Source: an optimization exercise on an open RTL-to-GDS flow (aim: small area and a short achievable clock period). Production flows keep margins and buffers that such runs may drop. Function was checked by simulation only, so behaviour that the tests miss may differ from the original.

==> inputs of run a <==
## sparc_mul_top
module sparc_mul_top(
   mul_exu_ack, mul_spu_ack, mul_spu_shf_ack, mul_data_out,
   rclk, grst_l, exu_mul_input_vld, exu_mul_rs1_data, exu_mul_rs2_data,
   spu_mul_req_vld, spu_mul_acc, spu_mul_areg_shf, spu_mul_areg_rst,
   spu_mul_op1_data, spu_mul_op2_data, spu_mul_mulres_lshft
   );
clock: 10.0 ns
lec_check: 0
cap_margin: 20
core_margin: 2
core_utilization: 40
cts_buf_list: sky130_fd_sc_hd__clkbuf_8
place_density: 0.7
slew_margin: 20
standard.sh (not shown) runs the stock make flow with config.mk's settings and CLKGATE_MAP_FILE= SYNTH_SCRIPT=/design/flow/synth_recipe.tcl, a recipe that flattens the netlist after the stock synthesis.
==> flow/flow/run.sh <==
#!/bin/bash
# Standard layout (standard.sh's make call) with a config that adds to
# the standard flow's config.mk:
# - SYNTH_ARGS=-noabc: synthesis skips the quick ABC pass that Yosys's synth
#   runs before ORFS's full-adder extraction. That pass rewrites the
#   carry-save tree's gates with mixed polarities, and extract_fa then leaves
#   an inverter on most full-adder connections. The registers are the ones
#   the standard synthesis makes.
# - the delay cells join DONT_USE_CELLS, so that the port buffers
#   (buffer_ports takes the weakest buffer) are plain buffers.
# - timing repair aims at a 4.55 ns period (the clock stays at 10 ns).
set -euo pipefail
W=$PWD
DLY=""
for c in clkdlybuf4s15_1 clkdlybuf4s15_2 clkdlybuf4s18_1 clkdlybuf4s18_2 \
         clkdlybuf4s25_1 clkdlybuf4s25_2 clkdlybuf4s50_1 clkdlybuf4s50_2 \
         dlygate4sd1_1 dlygate4sd2_1 dlygate4sd3_1 \
         dlymetal6s2s_1 dlymetal6s4s_1 dlymetal6s6s_1; do
  DLY="$DLY sky130_fd_sc_hd__$c"
done
cat > $W/flow/own_config.mk <<EOC
include $W/config.mk
export SYNTH_ARGS = -noabc
export SETUP_SLACK_MARGIN = 5.45
export DONT_USE_CELLS = $DLY
EOC
sed "s#DESIGN_CONFIG=[^ ]*#DESIGN_CONFIG=$W/flow/own_config.mk#" standard.sh > $W/flow/own_standard.sh
bash $W/flow/own_standard.sh finish > flow_make.log 2>&1
==> flow/flow/own_config.mk <==
include /design/flow/config.mk
export SYNTH_ARGS = -noabc
export SETUP_SLACK_MARGIN = 5.45
export DONT_USE_CELLS =  sky130_fd_sc_hd__clkdlybuf4s15_1 sky130_fd_sc_hd__clkdlybuf4s15_2 sky130_fd_sc_hd__clkdlybuf4s18_1 sky130_fd_sc_hd__clkdlybuf4s18_2 sky130_fd_sc_hd__clkdlybuf4s25_1 sky130_fd_sc_hd__clkdlybuf4s25_2 sky130_fd_sc_hd__clkdlybuf4s50_1 sky130_fd_sc_hd__clkdlybuf4s50_2 sky130_fd_sc_hd__dlygate4sd1_1 sky130_fd_sc_hd__dlygate4sd2_1 sky130_fd_sc_hd__dlygate4sd3_1 sky130_fd_sc_hd__dlymetal6s2s_1 sky130_fd_sc_hd__dlymetal6s4s_1 sky130_fd_sc_hd__dlymetal6s6s_1
==> flow/flow/own_standard.sh <==
#!/bin/bash
# The standard flow's own layout of this design, on the ORFS make targets given (by default finish). After
# finish it leaves the final layout's DEF at /design/flow/out/final.def.
set -euo pipefail
make -C /OpenROAD-flow-scripts/flow DESIGN_CONFIG=/design/flow/flow/own_config.mk WORK_HOME=/design/flow/orfs CLKGATE_MAP_FILE= SYNTH_SCRIPT=/design/flow/synth_recipe.tcl CAP_MARGIN=20 CORE_MARGIN=2 CORE_UTILIZATION=40 CTS_BUF_LIST=sky130_fd_sc_hd__clkbuf_8 PLACE_DENSITY=0.7 SLEW_MARGIN=20 "${@:-finish}"
if [[ -f /design/flow/orfs/results/sky130hd/sparc_mul_top/base/6_final.odb ]]; then
  : # left out here: write the final layout as DEF
fi
==> run b: changes against run a <==
--- a/flow/flow/run.sh
+++ b/flow/flow/run.sh
@@ -9,5 +9,5 @@
 # - the delay cells join DONT_USE_CELLS, so that the port buffers
 #   (buffer_ports takes the weakest buffer) are plain buffers.
-# - timing repair aims at a 4.55 ns period (the clock stays at 10 ns).
+# - timing repair aims at a 4.7 ns period (the clock stays at 10 ns).
 set -euo pipefail
 W=$PWD
@@ -22,5 +22,5 @@
 include $W/config.mk
 export SYNTH_ARGS = -noabc
-export SETUP_SLACK_MARGIN = 5.45
+export SETUP_SLACK_MARGIN = 5.3
 export DONT_USE_CELLS = $DLY
 EOC
==> flow/flow/own_config.mk (replaced) <==
include /design/flow/config.mk
export SYNTH_ARGS = -noabc
export SETUP_SLACK_MARGIN = 5.3
export DONT_USE_CELLS =  sky130_fd_sc_hd__clkdlybuf4s15_1 sky130_fd_sc_hd__clkdlybuf4s15_2 sky130_fd_sc_hd__clkdlybuf4s18_1 sky130_fd_sc_hd__clkdlybuf4s18_2 sky130_fd_sc_hd__clkdlybuf4s25_1 sky130_fd_sc_hd__clkdlybuf4s25_2 sky130_fd_sc_hd__clkdlybuf4s50_1 sky130_fd_sc_hd__clkdlybuf4s50_2 sky130_fd_sc_hd__dlygate4sd1_1 sky130_fd_sc_hd__dlygate4sd2_1 sky130_fd_sc_hd__dlygate4sd3_1 sky130_fd_sc_hd__dlymetal6s2s_1 sky130_fd_sc_hd__dlymetal6s4s_1 sky130_fd_sc_hd__dlymetal6s6s_1
==> flow/flow/own_standard.sh (replaced) <==
#!/bin/bash
# The standard flow's own layout of this design, on the ORFS make targets given (by default finish). After
# finish it leaves the final layout's DEF at /design/flow/out/final.def.
set -euo pipefail
make -C /OpenROAD-flow-scripts/flow DESIGN_CONFIG=/design/flow/flow/own_config.mk WORK_HOME=/design/flow/orfs CLKGATE_MAP_FILE= SYNTH_SCRIPT=/design/flow/synth_recipe.tcl CAP_MARGIN=20 CORE_MARGIN=2 CORE_UTILIZATION=55 CTS_BUF_LIST=sky130_fd_sc_hd__clkbuf_8 SLEW_MARGIN=20 "${@:-finish}"
if [[ -f /design/flow/orfs/results/sky130hd/sparc_mul_top/base/6_final.odb ]]; then
  : # left out here: write the final layout as DEF
fi
Settings changed: CORE_UTILIZATION 40 to 55, PLACE_DENSITY 0.7 to not set.
==> qor summary <==
item                                                                     run a                  run b
Time the worst path needs with I/O delays and setup                    5.13 ns                4.70 ns
Non-clk bufs                                                               666                    601
Result of the run                             no timing/DRC/antenna violations  no timing/DRC/antenna violations
Number of non-filler instances in the completed layout                    9193                   8534
Total global-route track usage                                           33.4%                  48.7%
Most frequent cell on the critical path                 sky130_fd_sc_hd__buf_1  sky130_fd_sc_hd__fa_1
Delay of the slowest critical-path stage                               0.23 ns                0.63 ns
Required time of the worst setup path                                 10.72 ns               10.70 ns
End of the worst register-to-register path                dpath.rc[51]$_DFF_P_   dpath.rc[32]$_DFF_P_
Initial core utilization                                                 40.2%                  55.4%
Crit. path cell count                                                       38                      9
Bufs and invs on worst path                                                 33                      1

[re-timing with driven ports]
In the flow no input, the clock included, has a driving cell. The finished layouts below were timed again as built, in two steps. Step 1 sets driving cells, clkbuf_16 on the clock port and buf_2 on the other inputs (assumed; they add their load-dependent delay and slew). Step 2 times the ports against the registers' clock, not the clock port: input delays grow and output delays shrink by t, the midpoint of the rising clock arrivals with the driver on. a / b / c = ideal / step 1 / step 2; a / b = the first two.
run | t (ns) | setup slack, ns | worst data-port slew with drivers (ns)
run a | 0.951 | 4.873 / 4.801 / 3.850 | 0.18
run b | 0.931 | 5.298 / 5.110 / 4.905 | 0.21
After both steps setup and hold are still met in every run listed. For run a, which loses most, drivers alone change the setup slack by -0.072 ns; drivers and shift together by -1.023 ns.
